From an optimization exercise on the open Yosys and OpenROAD flow, aimed at small area and a short achievable clock period; shortcuts taken in it are not production practice.
At most, simulation tests tie the RTL to the original design; equivalence was not proved.
Function not checked in runs 2 to 4: the RTL went through the layout flow alone.
Power is estimated from default activity; no workload was simulated.

<file path="flow/design.v">
`timescale 1ns/1ps
module alu(
           clk,
           rst_n,
           src1,
           src2,
           ALU_control,
           result,
           zero,
           cout,
           overflow
           );
input           clk;
input           rst_n;
input  [32-1:0] src1;
input  [32-1:0] src2;
input   [4-1:0] ALU_control;
output [32-1:0] result;
output          zero;
output          cout;
output          overflow;
  wire is_and = (ALU_control == 4'b0000);
  wire is_or  = (ALU_control == 4'b0001);
  wire is_add = (ALU_control == 4'b0010);
  wire is_sub = (ALU_control == 4'b0110);
  wire is_slt = (ALU_control == 4'b0111);
  wire is_nor = (ALU_control == 4'b1100);
  wire arith  = is_add | is_sub;
  wire        inv = ALU_control[2];
  wire [31:0] b   = src2 ^ {32{inv}};
  wire [31:0] x   = src1 ^ src2;
  wire [31:0] p   = x ^ {32{inv}};
  wire [31:0] g   = src1 & b;
  wire [31:0] g0 = {g[31:1], g[0] | (p[0] & inv)};
  wire [31:0] p0 = p;
  wire G0_1 = g0[1] | (p0[1] & g0[0]);
  wire G0_3 = g0[3] | (p0[3] & g0[2]);
  wire P0_3 = p0[3] & p0[2];
  wire G0_5 = g0[5] | (p0[5] & g0[4]);
  wire P0_5 = p0[5] & p0[4];
  wire G0_7 = g0[7] | (p0[7] & g0[6]);
  wire P0_7 = p0[7] & p0[6];
  wire G0_9 = g0[9] | (p0[9] & g0[8]);
  wire P0_9 = p0[9] & p0[8];
  wire G0_11 = g0[11] | (p0[11] & g0[10]);
  wire P0_11 = p0[11] & p0[10];
  wire G0_13 = g0[13] | (p0[13] & g0[12]);
  wire P0_13 = p0[13] & p0[12];
  wire G0_15 = g0[15] | (p0[15] & g0[14]);
  wire P0_15 = p0[15] & p0[14];
  wire G0_17 = g0[17] | (p0[17] & g0[16]);
  wire P0_17 = p0[17] & p0[16];
  wire G0_19 = g0[19] | (p0[19] & g0[18]);
  wire P0_19 = p0[19] & p0[18];
  wire G0_21 = g0[21] | (p0[21] & g0[20]);
  wire P0_21 = p0[21] & p0[20];
  wire G0_23 = g0[23] | (p0[23] & g0[22]);
  wire P0_23 = p0[23] & p0[22];
  wire G0_25 = g0[25] | (p0[25] & g0[24]);
  wire P0_25 = p0[25] & p0[24];
  wire G0_27 = g0[27] | (p0[27] & g0[26]);
  wire P0_27 = p0[27] & p0[26];
  wire G0_29 = g0[29] | (p0[29] & g0[28]);
  wire P0_29 = p0[29] & p0[28];
  wire G0_31 = g0[31] | (p0[31] & g0[30]);
  wire P0_31 = p0[31] & p0[30];
  wire G1_2 = g0[2] | (p0[2] & G0_1);
  wire G1_3 = G0_3 | (P0_3 & G0_1);
  wire G1_6 = g0[6] | (p0[6] & G0_5);
  wire P1_6 = p0[6] & P0_5;
  wire G1_7 = G0_7 | (P0_7 & G0_5);
  wire P1_7 = P0_7 & P0_5;
  wire G1_10 = g0[10] | (p0[10] & G0_9);
  wire P1_10 = p0[10] & P0_9;
  wire G1_11 = G0_11 | (P0_11 & G0_9);
  wire P1_11 = P0_11 & P0_9;
  wire G1_14 = g0[14] | (p0[14] & G0_13);
  wire P1_14 = p0[14] & P0_13;
  wire G1_15 = G0_15 | (P0_15 & G0_13);
  wire P1_15 = P0_15 & P0_13;
  wire G1_18 = g0[18] | (p0[18] & G0_17);
  wire P1_18 = p0[18] & P0_17;
  wire G1_19 = G0_19 | (P0_19 & G0_17);
  wire P1_19 = P0_19 & P0_17;
  wire G1_22 = g0[22] | (p0[22] & G0_21);
  wire P1_22 = p0[22] & P0_21;
  wire G1_23 = G0_23 | (P0_23 & G0_21);
  wire P1_23 = P0_23 & P0_21;
  wire G1_26 = g0[26] | (p0[26] & G0_25);
  wire P1_26 = p0[26] & P0_25;
  wire G1_27 = G0_27 | (P0_27 & G0_25);
  wire P1_27 = P0_27 & P0_25;
  wire G1_30 = g0[30] | (p0[30] & G0_29);
  wire P1_30 = p0[30] & P0_29;
  wire G1_31 = G0_31 | (P0_31 & G0_29);
  wire P1_31 = P0_31 & P0_29;
  wire G2_4 = g0[4] | (p0[4] & G1_3);
  wire G2_5 = G0_5 | (P0_5 & G1_3);
  wire G2_6 = G1_6 | (P1_6 & G1_3);
  wire G2_7 = G1_7 | (P1_7 & G1_3);
  wire G2_12 = g0[12] | (p0[12] & G1_11);
  wire P2_12 = p0[12] & P1_11;
  wire G2_13 = G0_13 | (P0_13 & G1_11);
  wire P2_13 = P0_13 & P1_11;
  wire G2_14 = G1_14 | (P1_14 & G1_11);
  wire P2_14 = P1_14 & P1_11;
  wire G2_15 = G1_15 | (P1_15 & G1_11);
  wire P2_15 = P1_15 & P1_11;
  wire G2_20 = g0[20] | (p0[20] & G1_19);
  wire P2_20 = p0[20] & P1_19;
  wire G2_21 = G0_21 | (P0_21 & G1_19);
  wire P2_21 = P0_21 & P1_19;
  wire G2_22 = G1_22 | (P1_22 & G1_19);
  wire P2_22 = P1_22 & P1_19;
  wire G2_23 = G1_23 | (P1_23 & G1_19);
  wire P2_23 = P1_23 & P1_19;
  wire G2_28 = g0[28] | (p0[28] & G1_27);
  wire P2_28 = p0[28] & P1_27;
  wire G2_29 = G0_29 | (P0_29 & G1_27);
  wire P2_29 = P0_29 & P1_27;
  wire G2_30 = G1_30 | (P1_30 & G1_27);
  wire P2_30 = P1_30 & P1_27;
  wire G2_31 = G1_31 | (P1_31 & G1_27);
  wire P2_31 = P1_31 & P1_27;
  wire G3_8 = g0[8] | (p0[8] & G2_7);
  wire G3_9 = G0_9 | (P0_9 & G2_7);
  wire G3_10 = G1_10 | (P1_10 & G2_7);
  wire G3_11 = G1_11 | (P1_11 & G2_7);
  wire G3_12 = G2_12 | (P2_12 & G2_7);
  wire G3_13 = G2_13 | (P2_13 & G2_7);
  wire G3_14 = G2_14 | (P2_14 & G2_7);
  wire G3_15 = G2_15 | (P2_15 & G2_7);
  wire G3_24 = g0[24] | (p0[24] & G2_23);
  wire P3_24 = p0[24] & P2_23;
  wire G3_25 = G0_25 | (P0_25 & G2_23);
  wire P3_25 = P0_25 & P2_23;
  wire G3_26 = G1_26 | (P1_26 & G2_23);
  wire P3_26 = P1_26 & P2_23;
  wire G3_27 = G1_27 | (P1_27 & G2_23);
  wire P3_27 = P1_27 & P2_23;
  wire G3_28 = G2_28 | (P2_28 & G2_23);
  wire P3_28 = P2_28 & P2_23;
  wire G3_29 = G2_29 | (P2_29 & G2_23);
  wire P3_29 = P2_29 & P2_23;
  wire G3_30 = G2_30 | (P2_30 & G2_23);
  wire P3_30 = P2_30 & P2_23;
  wire G3_31 = G2_31 | (P2_31 & G2_23);
  wire P3_31 = P2_31 & P2_23;
  wire G4_16 = g0[16] | (p0[16] & G3_15);
  wire G4_17 = G0_17 | (P0_17 & G3_15);
  wire G4_18 = G1_18 | (P1_18 & G3_15);
  wire G4_19 = G1_19 | (P1_19 & G3_15);
  wire G4_20 = G2_20 | (P2_20 & G3_15);
  wire G4_21 = G2_21 | (P2_21 & G3_15);
  wire G4_22 = G2_22 | (P2_22 & G3_15);
  wire G4_23 = G2_23 | (P2_23 & G3_15);
  wire G4_24 = G3_24 | (P3_24 & G3_15);
  wire G4_25 = G3_25 | (P3_25 & G3_15);
  wire G4_26 = G3_26 | (P3_26 & G3_15);
  wire G4_27 = G3_27 | (P3_27 & G3_15);
  wire G4_28 = G3_28 | (P3_28 & G3_15);
  wire G4_29 = G3_29 | (P3_29 & G3_15);
  wire G4_30 = G3_30 | (P3_30 & G3_15);
  wire G4_31 = G3_31 | (P3_31 & G3_15);
  wire [32:0] c;
  assign c[0] = inv;
  assign c[1] = g0[0];
  assign c[2] = G0_1;
  assign c[3] = G1_2;
  assign c[4] = G1_3;
  assign c[5] = G2_4;
  assign c[6] = G2_5;
  assign c[7] = G2_6;
  assign c[8] = G2_7;
  assign c[9] = G3_8;
  assign c[10] = G3_9;
  assign c[11] = G3_10;
  assign c[12] = G3_11;
  assign c[13] = G3_12;
  assign c[14] = G3_13;
  assign c[15] = G3_14;
  assign c[16] = G3_15;
  assign c[17] = G4_16;
  assign c[18] = G4_17;
  assign c[19] = G4_18;
  assign c[20] = G4_19;
  assign c[21] = G4_20;
  assign c[22] = G4_21;
  assign c[23] = G4_22;
  assign c[24] = G4_23;
  assign c[25] = G4_24;
  assign c[26] = G4_25;
  assign c[27] = G4_26;
  assign c[28] = G4_27;
  assign c[29] = G4_28;
  assign c[30] = G4_29;
  assign c[31] = G4_30;
  assign c[32] = G4_31;
  wire [31:0] sum = p ^ c[31:0];
  wire        ovf = c[31] ^ c[32];
  wire        lt  = sum[31] ^ ovf;
  wire [31:0] orv = src1 | src2;
  wire [31:0] res = ({32{is_and}} & (src1 & src2))
                  | ({32{is_or}}  & orv)
                  | ({32{is_nor}} & ~orv)
                  | ({32{arith}}  & sum)
                  | {31'b0, is_slt & lt};
  reg  [31:0] r_result;
  reg         r_cout;
  reg         r_ovf;
  always @(posedge clk or negedge rst_n) begin
    if (!rst_n) begin
      r_result <= 32'b0;
      r_cout   <= 1'b0;
      r_ovf    <= 1'b0;
    end else begin
      r_result <= res;
      r_cout   <= arith & c[32];
      r_ovf    <= arith & ovf;
    end
  end
  assign result   = r_result;
  assign zero     = ~(|r_result);
  assign cout     = r_cout;
  assign overflow = r_ovf;
endmodule
</file>
<file path="flow/flow/run.sh">
#!/bin/bash
# Layout flow: the standard layout, with two changes.
# 1. Synthesis is the standard synthesis (synth_recipe.tcl, so -nofsm -noshare,
#    flatten and the same renames) except that Yosys does not extract full and
#    half adder cells, and ABC maps the logic with flow/abc.script instead of
#    the ORFS speed script. The registers are the standard synthesis's.
# 2. The port buffers are the small plain buffer instead of the default
#    delay-buffer cell, and the resizer's setup repair aims for a slack margin,
#    set per stage (up to placement, clock tree, the rest).
# Each tool's output goes to a log of its own in the work folder.
set -euo pipefail
here=$(pwd)
{ head -n 1 synth_recipe.tcl
  cat <<'EOT'
# ABC with this flow's own script
proc abc {args} {
  set i [lsearch -exact $args -script]
  if {$i >= 0} { lset args [expr {$i + 1}] $::env(OWN_ABC_SCRIPT) }
  yosys abc {*}$args
}
EOT
  tail -n +2 synth_recipe.tcl
} > own_synth.tcl
sed -e "s#SYNTH_SCRIPT=[^ ]*#SYNTH_SCRIPT=$here/own_synth.tcl ADDER_MAP_FILE=#" standard.sh > own_synth.sh
export OWN_ABC_SCRIPT=$here/flow/abc.script
bash own_synth.sh synth > synth.log 2>&1
export BUFFER_PORTS_ARGS="-buffer_cell sky130_fd_sc_hd__buf_1"
MARGINS=(6.25 6.5 6.25)
export SETUP_SLACK_MARGIN=${MARGINS[0]}
bash standard.sh place > layout_place.log 2>&1
export SETUP_SLACK_MARGIN=${MARGINS[1]}
bash standard.sh cts > layout_cts.log 2>&1
export SETUP_SLACK_MARGIN=${MARGINS[2]}
bash standard.sh > layout.log 2>&1
</file>
<file path="flow/flow/abc.script">
strash
&get -n
&st
&dch -f
&nf -R 1000
&dch -f
&nf -R 1000
&put
topo
buffer -c
upsize -c
dnsize -c
stime -c
</file>
<file path="flow/standard.sh">
#!/bin/bash
# synth_recipe.tcl (not shown) runs the flow's synth.tcl, then flattens the netlist and writes it again
# the make line also repeats each setting of config.mk as NAME=value (left out here)
make -C /OpenROAD-flow-scripts/flow DESIGN_CONFIG=/design/flow/config.mk WORK_HOME=/design/flow/orfs CLKGATE_MAP_FILE= SYNTH_SCRIPT=/design/flow/synth_recipe.tcl "${@:-finish}"
</file>
<file path="flow/config.mk">
export PLATFORM = sky130hd
export DESIGN_NAME = alu
export DESIGN_NICKNAME = alu
export VERILOG_FILES = /design/flow/design.v
export SDC_FILE = /design/flow/constraint.sdc
export NUM_CORES = 4
export LEC_CHECK = 0
export CAP_MARGIN = 20
export CORE_MARGIN = 2
export CORE_UTILIZATION = 60
export CTS_BUF_LIST = sky130_fd_sc_hd__clkbuf_4
export SLEW_MARGIN = 20
</file>
<file path="flow/constraint.sdc">
create_clock -name core_clock -period 11.0 [get_ports {clk}]
set_input_delay 2.2000 -clock core_clock [delete_from_list [all_inputs] [get_ports {clk}]]
set_output_delay 2.2000 -clock core_clock [all_outputs]
set_load 0.01 [all_outputs]
</file>
==> impl_metrics.csv, run 1 <==
group,metric,value,unit
run_status,outcome,"complete, no violations",
power_and_ir_drop,cellPowerDensity,102,nW/um^2
power_and_ir_drop,ir_worst_vdd,0.0000553,V
placed_design,post_dp_cell_area,4010,sq um
yosys,syn_area_per_cell,8.06,sq um
global_routing,overflow,0,
yosys,postSynthCellCount,443,
clock_tree,clock_path_buffers,2,
yosys,synth_seq_cells,34,
drt,drt_first_iter_violations,239,
placed_design,port_buffers,104,
global_routing,grt_max_degree,39,
drt,detail_route.wl_per_cell,15.5,microns
run,maxCapViolCount,0,
floorplanning,dieArea,6590,sq um
placed_design,gp_congestion,0.857,
power_and_ir_drop,fin_total_pwr,0.418,mW
worst_setup_path,critical_path.cell_chain,"clkbuf_2 -> buf_12 -> xor2_1 -> xnor2_1 -> nor2_1 -> a221o_1 -> a31oi_4 -> o21bai_1 -> maj3_1 -> xor2_1 -> o21ai_1",
global_routing,grt_pass1_vias,3402,
placed_design,dp_hpwl,7150,microns
drt,wl,9610,microns
finish,syn_to_final_growth,15.2,%
drt,antenna_left,0,
worst_setup_path,cp-end-kind,"register",
clock_tree,cts_sinks,34,
sta,setup_viol,0,
clock_tree,path_clk_slew,0.11,ns
sta,max_freq,0.224,GHz
yosys,ys.flop_type,"dfrtp_1",
finish,nets,615,
drt,dr.pass1.iters,4,
worst_setup_path,crit_type,"input pin to register",
finish,fillers,540,
worst_setup_path,cp_data_required_time,11.25,ns
sta,drv_slew,0,
worst_setup_path,slowest_stage,"maj3_1",
yosys,synthDistinctLibCells,61,
sta,tightestPinTransition,0.933,ns
global_routing,grt.total_usage,29.2,%
clock_tree,root_buffer,"clkbuf_4",
worst_setup_path,crit_top_cell,"xor2_1",
global_routing,grt_pass1_wl,15100,microns
drt,drc,0,
sta,rsz0062_at_grt,"false",
clock_tree,cts_hold_buf,0,
floorplanning,num_io_pins,105,
sta,tns,0,ns
worst_setup_path,start_kind,"input pin",
yosys,synth-edff-count,0,
yosys,ys_warn_count,1,
drt,vias,3740,
worst_setup_path,path_max_fanout,38,
clock_tree,cts_tree,"done",
yosys,synthesis.nets,513,
sta,timing_hold_violations_final,0,
floorplanning,die_y,81.2,microns
floorplanning,core_area,5850,sq um
finish,antenna_cells,0,
finish,drive_gt1_share,8.99,%
finish,final_cell_count_no_fill,620,
sta,finalCritPeriodShare,40.6,%
hold_path,worstHoldPathType,"input pin to async pin",
finish,design_area,4120,sq um
clock_tree,cts_made_buffers,5,
sta,relSlewSlack,37.8,%
floorplanning,dieWidth,81.2,microns
power_and_ir_drop,leakage,1.54,nW
floorplanning,rows,28,
global_routing,antenna_found_initial,0,
sta,post-route-min-period,4.47,ns
clock_tree,h-tree-depth,2,
worst_setup_path,slowest_delay,0.41,ns
finish,fin_util,70.3,%
floorplanning,start_util,61.1,%
placed_design,dp.cells,609,
worst_setup_path,arrival,4.72,ns
yosys,ys_async_sr_fraction,100,%
yosys,syn_area,3570,sq um
drt,viasPerCell,6.03,
yosys,yosysSeqAreaShare,23.8,%
[state kept, by name (all words and copies together) (netlist names)]
| name | count |
|---|---|
| r_result | 32 |
| r_cout | 1 |
| r_ovf | 1 |
[critical path: cells and delay by family]
family	cells	cell delay [ns]
compound gates	4	0.97
fa+ha+maj	1	0.41
xor+xnor	3	0.63
buf+inv	2	0.36
simple gates	1	0.14
[worst max-delay path by stage]
stage | from | end | cells after the start
5_1_grt | ALU_control[2] | r_result[21]$_DFF_PN0_ | 12
4_1_cts | ALU_control[2] | r_result[13]$_DFF_PN0_ | 11
3_5_place_dp | ALU_control[2] | r_result[31]$_DFF_PN0_ | 12
3_3_place_gp | ALU_control[2] | r_result[31]$_DFF_PN0_ | 12
6_report | ALU_control[2] | r_result[13]$_DFF_PN0_ | 11
2_1_floorplan | ALU_control[2] | r_ovf$_DFF_PN0_ | 14
[cell families after synthesis]
kind of cell	share of synthesized area, %
compound gates	29.7
fa+ha+maj	2.94
buf+inv	3.33
mux	0.315
xor+xnor	22.6
simple gates	17.3
flops	23.8
[per-stage QoR]
| stage | hold slack, ns | worst slack [ns] |
|---|---|---|
| finish | 1.98 | 6.53 |
| global route | 2.04 | 6.36 |
| global placement | 2.36 | 5.96 |
| CTS | 2.00 | 6.54 |
| detailed placement | 2.38 | 5.80 |
| floorplan | 1.90 | 6.65 |
[cells in the mapped netlist (6+ instances only)]
cell,number,area share [%]
o21ai_0,61,8.5
a31oi_1,32,5.6
nor3_1,7,0.98
clkbuf_1,9,0.95
a21oi_1,14,2.0
nor2_1,31,3.3
nand2_1,32,3.4
o31ai_1,28,5.9
and2_1,6,1.1
nor4_1,9,1.6
maj3_1,6,1.7
xor2_1,46,11
xnor2_1,35,8.6
o21ai_1,11,1.5
dfrtp_1,34,24
nand3_1,12,1.7
[where the power goes]
group / internal [mW] / total [mW] / switching, mW
Combinational: 0.0808 / 0.203 / 0.122
Sequential: 0.136 / 0.142 / 0.00641
Clock: 0.0291 / 0.0728 / 0.0437
[timing repair]
item,in CTS,in global routing
setup buffers,4,0
gates resized for setup,4,0
endpoints found under the setup margin,22,0
[area by class of cell]
| type | instances | area (sq um) | share of cell area, % |
|---|---|---|---|
| Timing Repair Buffer | 114 | 480 | 11.7 |
| Sequential cell | 34 | 851 | 20.7 |
| Tap cell | 75 | 93.8 | 2.28 |
| Inverter | 4 | 15.0 | 0.365 |
| Clock buffer | 7 | 52.6 | 1.28 |
| Multi-Input combinational cell | 386 | 2620 | 63.7 |
[per-layer routing]
layer	vias to the layer above	GRT usage, %	routed length (microns)
met3	11	3.33	407
met1	1776	36.0	4220
met4	0	9.49	164
met2	108	52.8	4820
met5	-	0	0
li1	1845	-	-
[cells in the final DEF, fill, tap and decap left out, types with 7 or more instances in the layout]
| cell type | netlist | final |
|---|---|---|
| clkbuf_4 | 0 | 7 |
| a21oi_1 | 14 | 14 |
| nor3_1 | 7 | 7 |
| xor2_1 | 46 | 45 |
| a31oi_1 | 32 | 32 |
| nor4_1 | 9 | 8 |
| nor2_1 | 31 | 31 |
| o21ai_1 | 11 | 11 |
| o31ai_1 | 28 | 28 |
| buf_4 | 0 | 9 |
| buf_1 | 4 | 102 |
| dfrtp_1 | 34 | 34 |
| nand2_1 | 32 | 32 |
| o21ai_0 | 61 | 61 |
| xnor2_1 | 35 | 35 |
| nand3_1 | 12 | 12 |
==> inputs of run 2 (changes only) <==
--- a/flow/design.v
+++ b/flow/design.v
@@ -199,10 +199,9 @@
   wire [31:0] sum = p ^ c[31:0];
   wire        ovf = c[31] ^ c[32];
   wire        lt  = sum[31] ^ ovf;
-  wire [31:0] orv = src1 | src2;
-  wire [31:0] res = ({32{is_and}} & (src1 & src2))
-                  | ({32{is_or}}  & orv)
-                  | ({32{is_nor}} & ~orv)
+  wire [31:0] res = ({32{is_and}} & g)
+                  | ({32{is_or}}  & (p | g))
+                  | ({32{is_nor}} & ~(src1 | src2))
                   | ({32{arith}}  & sum)
                   | {31'b0, is_slt & lt};
   reg  [31:0] r_result;
--- a/flow/flow/run.sh
+++ b/flow/flow/run.sh
@@ -5,8 +5,7 @@
 #    half adder cells, and ABC maps the logic with flow/abc.script instead of
 #    the ORFS speed script. The registers are the standard synthesis's.
 # 2. The port buffers are the small plain buffer instead of the default
-#    delay-buffer cell, and the resizer's setup repair aims for a slack margin,
-#    set per stage (up to placement, clock tree, the rest).
+#    delay-buffer cell, and the resizer's setup repair aims for a slack margin.
 # Each tool's output goes to a log of its own in the work folder.
 set -euo pipefail
 here=$(pwd)
@@ -25,10 +24,5 @@
 export OWN_ABC_SCRIPT=$here/flow/abc.script
 bash own_synth.sh synth > synth.log 2>&1
 export BUFFER_PORTS_ARGS="-buffer_cell sky130_fd_sc_hd__buf_1"
-MARGINS=(6.25 6.5 6.25)
-export SETUP_SLACK_MARGIN=${MARGINS[0]}
-bash standard.sh place > layout_place.log 2>&1
-export SETUP_SLACK_MARGIN=${MARGINS[1]}
-bash standard.sh cts > layout_cts.log 2>&1
-export SETUP_SLACK_MARGIN=${MARGINS[2]}
+export SETUP_SLACK_MARGIN=6.25
 bash standard.sh > layout.log 2>&1
==> run 2 against run 1 <==
Net effect: die area decreased by 1.6%; critical endpoint is now r_result[28]$_DFF_PN0_; highest routed layer unchanged; critical path type unchanged; final area up 2.2%; via count is 7.9% higher; wire length increased by 11%; synthesized area shrank 1.6%; largest cell class unchanged; global-route usage increased by 2.3 points.
==> impl_metrics.csv, run 2 <==
group,metric,value,unit
run_status,outcome,"complete, no violations",
floorplanning,start_util,63.0,%
finish,drive_gt1_share,10.9,%
global_routing,grt.total_usage,31.5,%
finish,syn_to_final_growth,19.7,%
clock_tree,clock_path_buffers,2,
clock_tree,h-tree-depth,2,
yosys,yosysMostFrequentCell,"nor2_1",
worst_setup_path,start_kind,"input pin",
power_and_ir_drop,leakage,1.69,nW
drt,detail_route.wl_per_cell,16.3,microns
clock_tree,cts_sinks,34,
yosys,synth_compound_area_share,25.2,%
clock_tree,root_buffer,"clkbuf_4",
sta,tightestPinTransition,1.08,ns
sta,rsz0062_at_grt,"false",
finish,multi_input_area,2620,sq um
global_routing,antenna_found_initial,0,
finish,antenna_cells,0,
power_and_ir_drop,ir_worst_vdd,0.0000525,V
yosys,synth_simple_gate_area_share,28.4,%
floorplanning,die_y,80.5,microns
global_routing,grt_max_degree,38,
finish,fin_util,75.4,%
yosys,yosysSeqAreaShare,24.2,%
drt,dr.pass1.iters,5,
global_routing,grt_pass1_vias,3581,
yosys,ys_warn_count,1,
yosys,synth_fa_ha_area_share,0.285,%
finish,nets,655,
floorplanning,core_area,5570,sq um
finish,top_register,"r_result",
finish,largestRegisters,"r_result: 32 flops, r_cout: 1 flops, r_ovf: 1 flops",
worst_setup_path,crit_type,"input pin to register",
drt,wl,10700,microns
run,maxCapViolCount,0,
finish,seq_area,851,sq um
drt,drt_first_iter_violations,270,
power_and_ir_drop,fin_total_pwr,0.420,mW
sta,timing_hold_violations_final,0,
clock_tree,cts_tree,"done",
floorplanning,rows,27,
sta,tns,0,ns
sta,hold_ws,1.97,ns
yosys,synth_top_cell_area_share,24.2,%
worst_setup_path,cp-end-kind,"register",
finish,fillers,450,
floorplanning,num_io_pins,105,
drt,vias,4035,
placed_design,port_buffers,104,
finish,final_cell_mix,"102 x buf_1, 66 x nor2_1, 60 x nand2_1",
yosys,syn_area_per_cell,7.46,sq um
yosys,synthMuxAreaShare,0.321,%
yosys,synth-edff-count,0,
drt,antenna_left,0,
sta,drv_slew,0,
placed_design,gp_congestion,0.919,
sta,relSlewSlack,28.1,%
global_routing,grt_pass1_wl,16100,microns
sta,finalCritPeriodShare,42.0,%
clock_tree,cts_made_buffers,5,
yosys,ys_async_sr_fraction,100,%
global_routing,overflow,0,
power_and_ir_drop,cellPowerDensity,99.9,nW/um^2
hold_path,worstHoldPathType,"input pin to async pin",
finish,final_common_cell,"buf_1",
yosys,syn_area,3510,sq um
drt,drc,0,
yosys,synth_top_cell_by_area,"dfrtp_1",
worst_setup_path,cp_data_required_time,11.24,ns
yosys,synth_top_cells_by_count,"67 x nor2_1, 60 x nand2_1, 41 x o21ai_0",
clock_tree,path_clk_slew,0.11,ns
floorplanning,dieWidth,80.5,microns
sta,max_freq,0.216,GHz
yosys,postSynthCellCount,471,
yosys,ys.flop_type,"dfrtp_1",
worst_setup_path,path_max_fanout,13,
yosys,synthDistinctLibCells,60,
yosys,synthesis.nets,541,
yosys,yosys.area_share.xor_xnor,17.8,%
yosys,synth_seq_cells,34,
placed_design,dp_hpwl,7200,microns
sta,post-route-min-period,4.62,ns
floorplanning,dieArea,6480,sq um
yosys,synth_top_family_by_area,"simple AND/OR/NAND/NOR gates",
finish,largest_reg_flops,32,
sta,setup_viol,0,
worst_setup_path,arrival,4.86,ns
drt,viasPerCell,6.13,
yosys,synth_area_leaders,"dfrtp_1 24%, xor2_1 9.2%, nor2_1 7.2%",
run 2: changes by cell type after synthesis, moves of 9 or more:
cell     change
o21ai_0     -20
xor2_1       -9
a21oi_1     +14
nand2_1     +28
a31oi_1     -27
xnor2_1     -11
nor3_1      +17
nor2_1      +36
o22ai_1     +16
o31ai_1     -27
run 2: layout make-up:
cell class	count	area share [%]
Clock inverter	3	0.268
Tap cell	72	2.14
Multi-Input combinational cell	414	62.4
Timing Repair Buffer	123	13.5
Sequential cell	34	20.2
Inverter	7	0.625
Clock buffer	5	0.893
run 2: critical path, stage by stage:
cell and delay, ns:
clkbuf_2 0.15, buf_12 0.18, buf_4 0.19, xor2_4 0.19, xnor2_1 0.20, or3_4 0.44, or3_4 0.43, nor3_4 0.17
a31oi_1 0.13, o21ai_1 0.15, a21oi_1 0.05, or3_1 0.36
run 2: repair_timing:
action / CTS / global route
hold buffers: 0 / 0
hold endpoints to repair: 0 / 0
pin swaps: 1 / 5
buffers inserted: 2 / 11
resized for setup: 5 / 12
gates cloned: 0 / 1
endpoints found under the setup margin: 21 / 14
run 2: worst max-delay path by stage:
stage                              start  depth (start not counted)                      to
final                     ALU_control[2]                         12  r_result[28]$_DFF_PN0_
after floorplan           ALU_control[2]                         10  r_result[25]$_DFF_PN0_
after CTS                 ALU_control[2]                         14  r_result[14]$_DFF_PN0_
after global placement    ALU_control[2]                         13  r_result[25]$_DFF_PN0_
after detailed placement  ALU_control[2]                         13  r_result[25]$_DFF_PN0_
after global routing      ALU_control[2]                         12  r_result[25]$_DFF_PN0_
run 2: per-layer routing:
| metal | global-route usage, % | vias up | wire, microns |
|---|---|---|---|
| li1 | - | 1928 | - |
| met1 | 39.4 | 1873 | 4330 |
| met2 | 56.2 | 206 | 5340 |
| met3 | 4.83 | 28 | 805 |
| met4 | 8.14 | 0 | 225 |
| met5 | 0 | - | 0 |
run 2: logic make-up after synthesis:
family / Yosys count
simple gates: 213
compound gates: 133
xor+xnor: 66
flops: 34
buf+inv: 23
mux: 1
fa+ha+maj: 1
run 2: stage by stage:
stage | instance area, sq um | instances | setup WS, ns
after global routing | 4200 | 658 | 6.23
after detailed placement | 3920 | 635 | 5.21
final | 4200 | 658 | 6.38
after floorplan | 3510 | 471 | 6.42
after global placement | 3920 | 635 | 5.38
after CTS | 4010 | 645 | 6.26
run 2: where the power goes:
group / leakage, nW / internal, mW / switching, mW / total [mW]
combinational: 1.20 / 0.0803 / 0.128 / 0.208
clock: 0.0277 / 0.0228 / 0.0472 / 0.0700
sequential: 0.456 / 0.136 / 0.00638 / 0.142
total: 1.69 / 0.239 / 0.181 / 0.420
==> inputs of run 3 (changes only) <==
--- a/flow/design.v
+++ b/flow/design.v
@@ -28,8 +28,7 @@
   wire arith  = is_add | is_sub;
   wire        inv = ALU_control[2];
   wire [31:0] b   = src2 ^ {32{inv}};
-  wire [31:0] x   = src1 ^ src2;
-  wire [31:0] p   = x ^ {32{inv}};
+  wire [31:0] p   = src1 ^ b;
   wire [31:0] g   = src1 & b;
   wire [31:0] g0 = {g[31:1], g[0] | (p[0] & inv)};
   wire [31:0] p0 = p;
--- a/flow/config.mk
+++ b/flow/config.mk
@@ -8,5 +8,4 @@
 export CAP_MARGIN = 20
 export CORE_MARGIN = 2
 export CORE_UTILIZATION = 60
-export CTS_BUF_LIST = sky130_fd_sc_hd__clkbuf_4
 export SLEW_MARGIN = 20
==> run 3 against run 2 <==
Net effect: critical path type unchanged; power increased by 9.9%; critical path depth increased by 6; still clean; synthesized cell count increased by 0.42%; final area increased by 3.8%; largest cell class unchanged; clock power increased by 44%; sequential share of layout area decreased by 0.74 points.
==> impl_metrics.csv, run 3 <==
group,metric,value,unit
finish,largestRegisters,"r_result: 32 flops, r_cout: 1 flops, r_ovf: 1 flops",
clock_tree,cts_tree,"done",
power_and_ir_drop,p_sw_share,39.9,%
worst_setup_path,worst-path-buf-inv,7,
worst_setup_path,startpoint,"ALU_control[2]",
yosys,ys.flop_type,"dfrtp_1",
yosys,synth_compound_area_share,26.5,%
sta,timing_hold_violations_final,0,
finish,antenna_cells,0,
drt,drc,0,
placed_design,gp_congestion,0.891,
power_and_ir_drop,leakage,1.77,nW
power_and_ir_drop,seq_power_share,30.8,%
sta,max_freq,0.210,GHz
worst_setup_path,crit_family,"compound AO/OA/AOI/OAI gates",
floorplanning,start_util,62.3,%
drt,vias,4069,
sta,tns,0,ns
sta,post-route-min-period,4.77,ns
yosys,synth_top_family_by_area,"simple AND/OR/NAND/NOR gates",
yosys,synthesis.nets,543,
power_and_ir_drop,p_clk_share,21.8,%
yosys,syn_area_per_cell,7.30,sq um
finish,top_register,"r_result",
clock_tree,path_clk_slew,0.07,ns
drt,wl,10700,microns
yosys,synth_top_cells_by_count,"61 x nand2_1, 51 x nor2_1, 45 x a21oi_1",
yosys,yosys.area_share.xor_xnor,15.0,%
floorplanning,num_io_pins,105,
sta,tightestPinTransition,1.06,ns
power_and_ir_drop,cellPowerDensity,106,nW/um^2
clock_tree,cts_made_buffers,5,
sta,finalCritPeriodShare,43.3,%
drt,dr.pass1.iters,7,
power_and_ir_drop,ir_worst_vdd,0.0000622,V
global_routing,grt_pass1_vias,3631,
yosys,synthDistinctLibCells,57,
yosys,ys_async_sr_fraction,100,%
global_routing,antenna_found_initial,0,
global_routing,grt_max_degree,35,
yosys,synthMuxAreaShare,0.326,%
drt,viasPerCell,6.08,
finish,nets,666,
yosys,synth_simple_gate_area_share,28.7,%
power_and_ir_drop,p_int,0.277,mW
yosys,synth_seq_cells,34,
worst_setup_path,slowest_stage,"o311ai_4",
clock_tree,cts_sinks,34,
worst_setup_path,crit_type,"input pin to register",
floorplanning,dieArea,6380,sq um
power_and_ir_drop,combPwrFrac,47.4,%
floorplanning,core_area,5540,sq um
worst_setup_path,slowest_delay,0.32,ns
global_routing,grt_pass1_wl,16500,microns
worst_setup_path,path_max_fanout,5,
yosys,synth_top_cell_area_share,24.6,%
finish,final_cell_mix,"102 x buf_1, 61 x nand2_1, 49 x nor2_1",
clock_tree,h-tree-depth,2,
yosys,postSynthCellCount,473,
power_and_ir_drop,power_switching,0.184,mW
yosys,syn_area,3450,sq um
sta,setup_viol,0,
worst_setup_path,arrival,4.94,ns
sta,drv_slew,0,
worst_setup_path,critical_path.cell_chain,"buf_8 -> buf_12 -> buf_4 -> xor2_2 -> nand2_1 -> a21oi_1 -> nor2_2 -> nor4_2 -> a211oi_2 -> buf_4 -> o311ai_4 -> buf_6 -> buf_16 -> inv_1 -> o21ai_2 -> a21oi_1 -> o21ai_1 -> nand4_1",
yosys,yosysSeqAreaShare,24.6,%
placed_design,dp.cells,637,
yosys,yosysMostFrequentCell,"nand2_1",
yosys,synth_fa_ha_area_share,0.870,%
drt,detail_route.wl_per_cell,16.0,microns
placed_design,dp_hpwl,7010,microns
floorplanning,die_y,79.9,microns
clock_tree,root_buffer,"clkbuf_8",
run_status,outcome,"complete, no violations",
global_routing,grt.total_usage,32.8,%
yosys,synth-edff-count,0,
floorplanning,dieWidth,79.9,microns
worst_setup_path,cp_data_required_time,11.17,ns
drt,drt_first_iter_violations,360,
yosys,synth_area_leaders,"dfrtp_1 25%, xor2_1 8.9%, nand2_1 6.6%",
finish,syn_to_final_growth,26.4,%
floorplanning,rows,27,
worst_setup_path,cp-end-kind,"register",
worst_setup_path,start_kind,"input pin",
hold_path,worstHoldPathType,"input pin to async pin",
yosys,synth_top_cell_by_area,"dfrtp_1",
finish,final_common_cell,"buf_1",
global_routing,overflow,0,
finish,largest_reg_flops,32,
finish,drive_gt1_share,12.9,%
yosys,ys_warn_count,1,
clock_tree,clock_path_buffers,2,
sta,relSlewSlack,29.1,%
clock_tree,cts_hold_buf,0,
finish,fillers,437,
placed_design,port_buffers,104,
run,maxCapViolCount,0,
finish,final_cell_count_no_fill,669,
drt,antenna_left,0,
sta,rsz0062_at_grt,"true",
-- run 3: cell types whose count changed after synthesis, sizes merged, moves of 4 or more --
cell | previous run | this run
o22ai | 17 | 13
nor2b | 1 | 9
nor2 | 67 | 52
inv | 7 | 12
nor3 | 25 | 19
o21ai | 48 | 44
a21oi | 29 | 46
xor2 | 42 | 36
-- run 3: per-layer routing --
layer	global-route usage (%)	wire length (microns)
met4	13.7	275
met5	0	0
met3	3.62	829
met2	56.7	5280
met1	41.4	4340
-- run 3: layout make-up --
| class | instances | area [sq um] | share of cell area, % |
|---|---|---|---|
| multi-input cells | 411 | 2570 | 58.9 |
| flip-flops and latches | 34 | 851 | 19.5 |
| repair buffers | 132 | 716 | 16.4 |
| well taps | 72 | 90.1 | 2.06 |
| clock buffers | 7 | 86.3 | 1.98 |
| inverters | 12 | 45.0 | 1.03 |
| clock inverters | 1 | 5.00 | 0.115 |
-- run 3: kinds of logic (layout without fill, tap and decap cells) --
| logic type | count (synthesis) | in the layout |
|---|---|---|
| AOI/OAI and AO/OA | 144 | 144 |
| muxes | 1 | 1 |
| DFF | 34 | 34 |
| adders and majority gates | 3 | 3 |
| and+or+nand+nor | 206 | 206 |
| buffers and inverters | 28 | 152 |
| xor gates and xnor gates | 57 | 57 |
-- run 3: power by group through the flow --
stage	clock network [mW]	registers [mW]	logic, mW
global route	0.104	0.143	0.239
detailed placement	0	0.144	0.178
finish	0.101	0.142	0.219
CTS	0.102	0.142	0.195
floorplan	0	0.149	0.124
global placement	0	0.144	0.173
-- run 3: repair_timing --
item                                    in CTS  in global routing
cloned                                       2                  1
pin swaps                                    4                 29
setup buffers                               12                  9
endpoints found under the hold margin        0                  0
gates resized for setup                      5                 34
endpoints found under the setup margin      25                 22
-- run 3: path summary, 6_finish.rpt --
kind / cells past startpoint / endpoint
worst max-delay path: 18 / r_result[26]$_DFF_PN0_
worst min-delay path: 1 / r_result[10]$_DFF_PN0_
max in group asynchronous: 1 / r_result[2]$_DFF_PN0_
min in group core_clock: 3 / r_result[0]$_DFF_PN0_
-- run 3: stage by stage --
| step | area (sq um) | utilization, % | worst slack, ns | power (mW) | hold WS (ns) |
|---|---|---|---|---|---|
| detailed placement | 3880 | 70.0 | 5.31 | 0.322 | 2.37 |
| global route | 4360 | 78.7 | 6.11 | 0.487 | 2.12 |
| global placement | 3880 | 70.0 | 5.40 | 0.317 | 2.36 |
| floorplan | 3450 | - | 6.29 | 0.273 | 1.90 |
| CTS | 4150 | 75.0 | 6.26 | 0.439 | 2.04 |
| finish | 4360 | 78.7 | 6.23 | 0.461 | 2.03 |
==> inputs of run 4 (changes only) <==
--- a/flow/design.v
+++ b/flow/design.v
@@ -28,7 +28,8 @@
   wire arith  = is_add | is_sub;
   wire        inv = ALU_control[2];
   wire [31:0] b   = src2 ^ {32{inv}};
-  wire [31:0] p   = src1 ^ b;
+  wire [31:0] x   = src1 ^ src2;
+  wire [31:0] p   = x ^ {32{inv}};
   wire [31:0] g   = src1 & b;
   wire [31:0] g0 = {g[31:1], g[0] | (p[0] & inv)};
   wire [31:0] p0 = p;
@@ -198,11 +199,13 @@
   wire [31:0] sum = p ^ c[31:0];
   wire        ovf = c[31] ^ c[32];
   wire        lt  = sum[31] ^ ovf;
-  wire [31:0] res = ({32{is_and}} & g)
-                  | ({32{is_or}}  & (p | g))
-                  | ({32{is_nor}} & ~(src1 | src2))
-                  | ({32{arith}}  & sum)
-                  | {31'b0, is_slt & lt};
+  wire [31:0] orv = src1 | src2;
+  wire [31:0] lg  = ({32{is_and}} & (src1 & src2))
+                  | ({32{is_or}}  & orv)
+                  | ({32{is_nor}} & ~orv);
+  wire [31:0] r0  = ({32{arith}} & p)  | lg;
+  wire [31:0] r1  = ({32{arith}} & ~p) | lg;
+  wire [31:0] res = ((c[31:0] & r1) | (~c[31:0] & r0)) | {31'b0, is_slt & lt};
   reg  [31:0] r_result;
   reg         r_cout;
   reg         r_ovf;
--- a/flow/config.mk
+++ b/flow/config.mk
@@ -8,4 +8,5 @@
 export CAP_MARGIN = 20
 export CORE_MARGIN = 2
 export CORE_UTILIZATION = 60
+export CTS_BUF_LIST = sky130_fd_sc_hd__clkbuf_4 sky130_fd_sc_hd__clkbuf_8
 export SLEW_MARGIN = 20
==> run 4 against run 3 <==
Net effect: sequential cell count did not move; power fell by 3.8%; maximum frequency rose by 5.5%; sequential share of layout area rose by 0.80 points; global-route usage fell by 4.0 points; setup slack improved by 0.25 ns; final area fell by 3.9%; synthesized cell count rose by 1.3%; cell count fell by 2.5%; count of clock-buffer cells in the layout did not move; critical path type unchanged; critical endpoint is now r_result[0]$_DFF_PN0_; largest cell class unchanged; largest power group unchanged; highest routed layer unchanged.
==> impl_metrics.csv, run 4 <==
group,metric,value,unit
drt,drc,0,
yosys,yosysMostFrequentCell,"o21ai_0",
placed_design,dp_hpwl,7270,microns
clock_tree,cts_made_buffers,5,
drt,vias,3951,
yosys,synth_top_cell_by_area,"dfrtp_1",
worst_setup_path,slowest_stage,"o31ai_2",
clock_tree,cts_tree,"done",
yosys,synthesis.nets,549,
floorplanning,core_area,5850,sq um
sta,finalCritPeriodShare,41.1,%
sta,relSlewSlack,32.7,%
yosys,syn_area,3590,sq um
finish,nets,647,
yosys,synth_top_cell_area_share,23.7,%
finish,antenna_cells,0,
worst_setup_path,cp_data_required_time,11.16,ns
worst_setup_path,start_kind,"input pin",
drt,viasPerCell,6.06,
sta,drv_slew,0,
placed_design,dp.cells,643,
worst_setup_path,arrival,4.68,ns
global_routing,grt.total_usage,28.8,%
run,maxCapViolCount,0,
yosys,postSynthCellCount,479,
floorplanning,start_util,61.4,%
run_status,outcome,"complete, no violations",
global_routing,grt_max_degree,52,
finish,top_register,"r_result",
yosys,yosysSeqAreaShare,23.7,%
finish,final_common_cell,"buf_1",
sta,hold_ws,2.03,ns
worst_setup_path,path_max_fanout,13,
finish,syn_to_final_growth,16.7,%
drt,dr.pass1.iters,4,
floorplanning,dieWidth,81.4,microns
yosys,synth_seq_cells,34,
worst_setup_path,cp-end-kind,"register",
sta,post-route-min-period,4.52,ns
global_routing,overflow,0,
floorplanning,num_io_pins,105,
clock_tree,h-tree-depth,2,
clock_tree,cts_sinks,34,
yosys,synth_top_cells_by_count,"55 x o21ai_0, 53 x nor2_1, 47 x a21oi_1, 47 x nand2_1, 34 x dfrtp_1",
clock_tree,root_buffer,"clkbuf_8",
floorplanning,die_y,81.4,microns
yosys,ys_async_sr_fraction,100,%
drt,wl,9970,microns
power_and_ir_drop,ir_worst_vdd,0.0000653,V
power_and_ir_drop,fin_total_pwr,0.444,mW
finish,final_cell_count_no_fill,652,
sta,rsz0062_at_grt,"false",
power_and_ir_drop,leakage,1.57,nW
finish,largest_reg_flops,32,
clock_tree,postCtsSetupBuffers,0,
yosys,ys.flop_type,"dfrtp_1",
placed_design,port_buffers,104,
sta,tightestPinTransition,1.00,ns
worst_setup_path,critical_path.cell_chain,"clkbuf_2 -> buf_12 -> xor2_1 -> xnor2_1 -> o31ai_4 -> a31oi_2 -> inv_2 -> a311o_4 -> nand3_4 -> o31ai_2 -> a211o_1 -> nand3_1",
yosys,syn_area_per_cell,7.50,sq um
clock_tree,path_clk_slew,0.07,ns
finish,drive_gt1_share,8.84,%
finish,fin_util,71.6,%
drt,drt_first_iter_violations,194,
hold_path,worstHoldPathType,"input pin to async pin",
finish,final_cell_mix,"102 x buf_1, 55 x o21ai_0, 53 x nor2_1",
yosys,synthDistinctLibCells,59,
clock_tree,clock_path_buffers,2,
yosys,synth_area_leaders,"dfrtp_1 24%, xor2_1 8.0%, o21ai_0 7.7%",
finish,largestRegisters,"r_result: 32 flops, r_cout: 1 flops, r_ovf: 1 flops",
global_routing,antenna_found_initial,0,
placed_design,gp_congestion,0.838,
floorplanning,rows,28,
yosys,synth-edff-count,0,
floorplanning,dieArea,6620,sq um
sta,setup_viol,0,
drt,detail_route.wl_per_cell,15.3,microns
sta,timing_hold_violations_final,0,
worst_setup_path,slowest_delay,0.39,ns
sta,tns,0,ns
sta,max_freq,0.221,GHz
global_routing,grt_pass1_wl,14900,microns
worst_setup_path,crit_type,"input pin to register",
drt,antenna_left,0,
clock_tree,cts_hold_buf,0,
power_and_ir_drop,cellPowerDensity,106,nW/um^2
global_routing,grt_pass1_vias,3361,
yosys,ys_warn_count,1,
## run 4: cell count changes in the layout (fill, tap and decap cells not counted), moves of 9 or more
cell	before	now
o311ai_0	1	12
a31oi_1	4	22
o31ai_1	3	12
nand2_1	61	47
or3_1	9	0
o21ai_0	30	55
o22ai_1	13	1
buf_4	20	4
xnor2_1	21	30
## run 4: worst paths after layout
path                                start                      to  slack (ns)  cells past startpoint
min                                 rst_n  r_result[11]$_DFF_PN0_        2.03                      1
min in group core_clock           src2[5]   r_result[5]$_DFF_PN0_        2.27                      3
max in group asynchronous           rst_n         r_ovf$_DFF_PN0_        8.43                      1
max                        ALU_control[2]   r_result[0]$_DFF_PN0_        6.48                     12
## run 4: cell type report
type,count,area (sq um)
Clock buffer,7,83.8
Timing Repair Buffer,111,493
Fill cell,507,1660
Tap cell,75,93.8
Multi-Input combinational cell,420,2650
Inverter,5,18.8
Sequential cell,34,851
## run 4: what timing repair did
item	in CTS	in global routing
pin swaps	0	0
endpoints found under the hold margin	0	0
resized for setup	2	4
setup endpoints to repair	17	15
cloned	0	2
## run 4: stage by stage
step | setup slack (ns) | cell area [sq um]
floorplan | 6.54 | 3590
global placement | 5.91 | 4020
detailed placement | 5.80 | 4020
CTS | 6.31 | 4110
global route | 6.25 | 4190
finish | 6.48 | 4190
## run 4: per-layer routing
metal  up-vias  global-route usage (%)  wire, microns  part of all wire, %
met5         -                       0              0                    0
met4         0                    8.14            171                  1.7
met3        19                    3.22            489                  4.9
met2       118                    51.2           4780                   48
met1      1864                    36.5           4530                   45
li1       1950                       -              -                    -
## run 4: cell families after synthesis
group                      count (synthesis)  share of synthesized area, %
buffers and inverters                     25                          3.76
AOI/OAI and AO/OA                        176                          30.6
DFF                                       34                          23.7
xor gates and xnor gates                  69                          18.1
and+or+nand+nor                          173                          23.3
adders and majority gates                  2                         0.592
## run 4: power by group
group,leakage (nW),total (mW),internal [mW],switching [mW]
Clock,0.0452,0.0932,0.0486,0.0447
Combinational,1.09,0.200,0.0757,0.125
Sequential,0.444,0.150,0.140,0.0100
## run 4: worst max-delay path, delay by kind of cell
family          cells  cell delay [ns]
simple gates        2             0.16
buf+inv             3             0.50
xor+xnor            2             0.42
compound gates      5             1.39

==> re-timing with driven ports <==
Ports are ideal in the flow. The routed layouts listed here were re-timed in OpenROAD. Step 1 sets driving cells, clkbuf_16 on the clock port and buf_2 on the other inputs (assumed; they add their load-dependent delay and slew). Step 2 adds t to the input delays and takes it off the output delays; t is the mean of the earliest and latest rising clock arrival at the registers after step 1. Input paths then give back, and output paths get back, about the clock's delay inside the block. a / b / c = no drivers / after step 1 / after step 2; a / b = the first two.
run | t, ns | setup slack, ns | worst setup path after step 2 | worst data-port slew with drivers (ns) | cell pins on the clock port's net
run 1 | 0.361 | 6.533 / 6.534 / 6.173 | input to register | 0.05 | 1
run 2 | 0.379 | 6.379 / 6.385 / 6.007 | input to register | 0.05 | 1
run 3 | 0.322 | 6.233 / 6.222 / 5.901 | input to register | 0.05 | 1
run 4 | 0.308 | 6.480 / 6.488 / 6.180 | input to register | 0.05 | 1
After both steps every run listed still meets setup and hold. The setup slack of run 2, which loses most, moves by +0.006 ns with the drivers and by -0.372 ns with both steps.
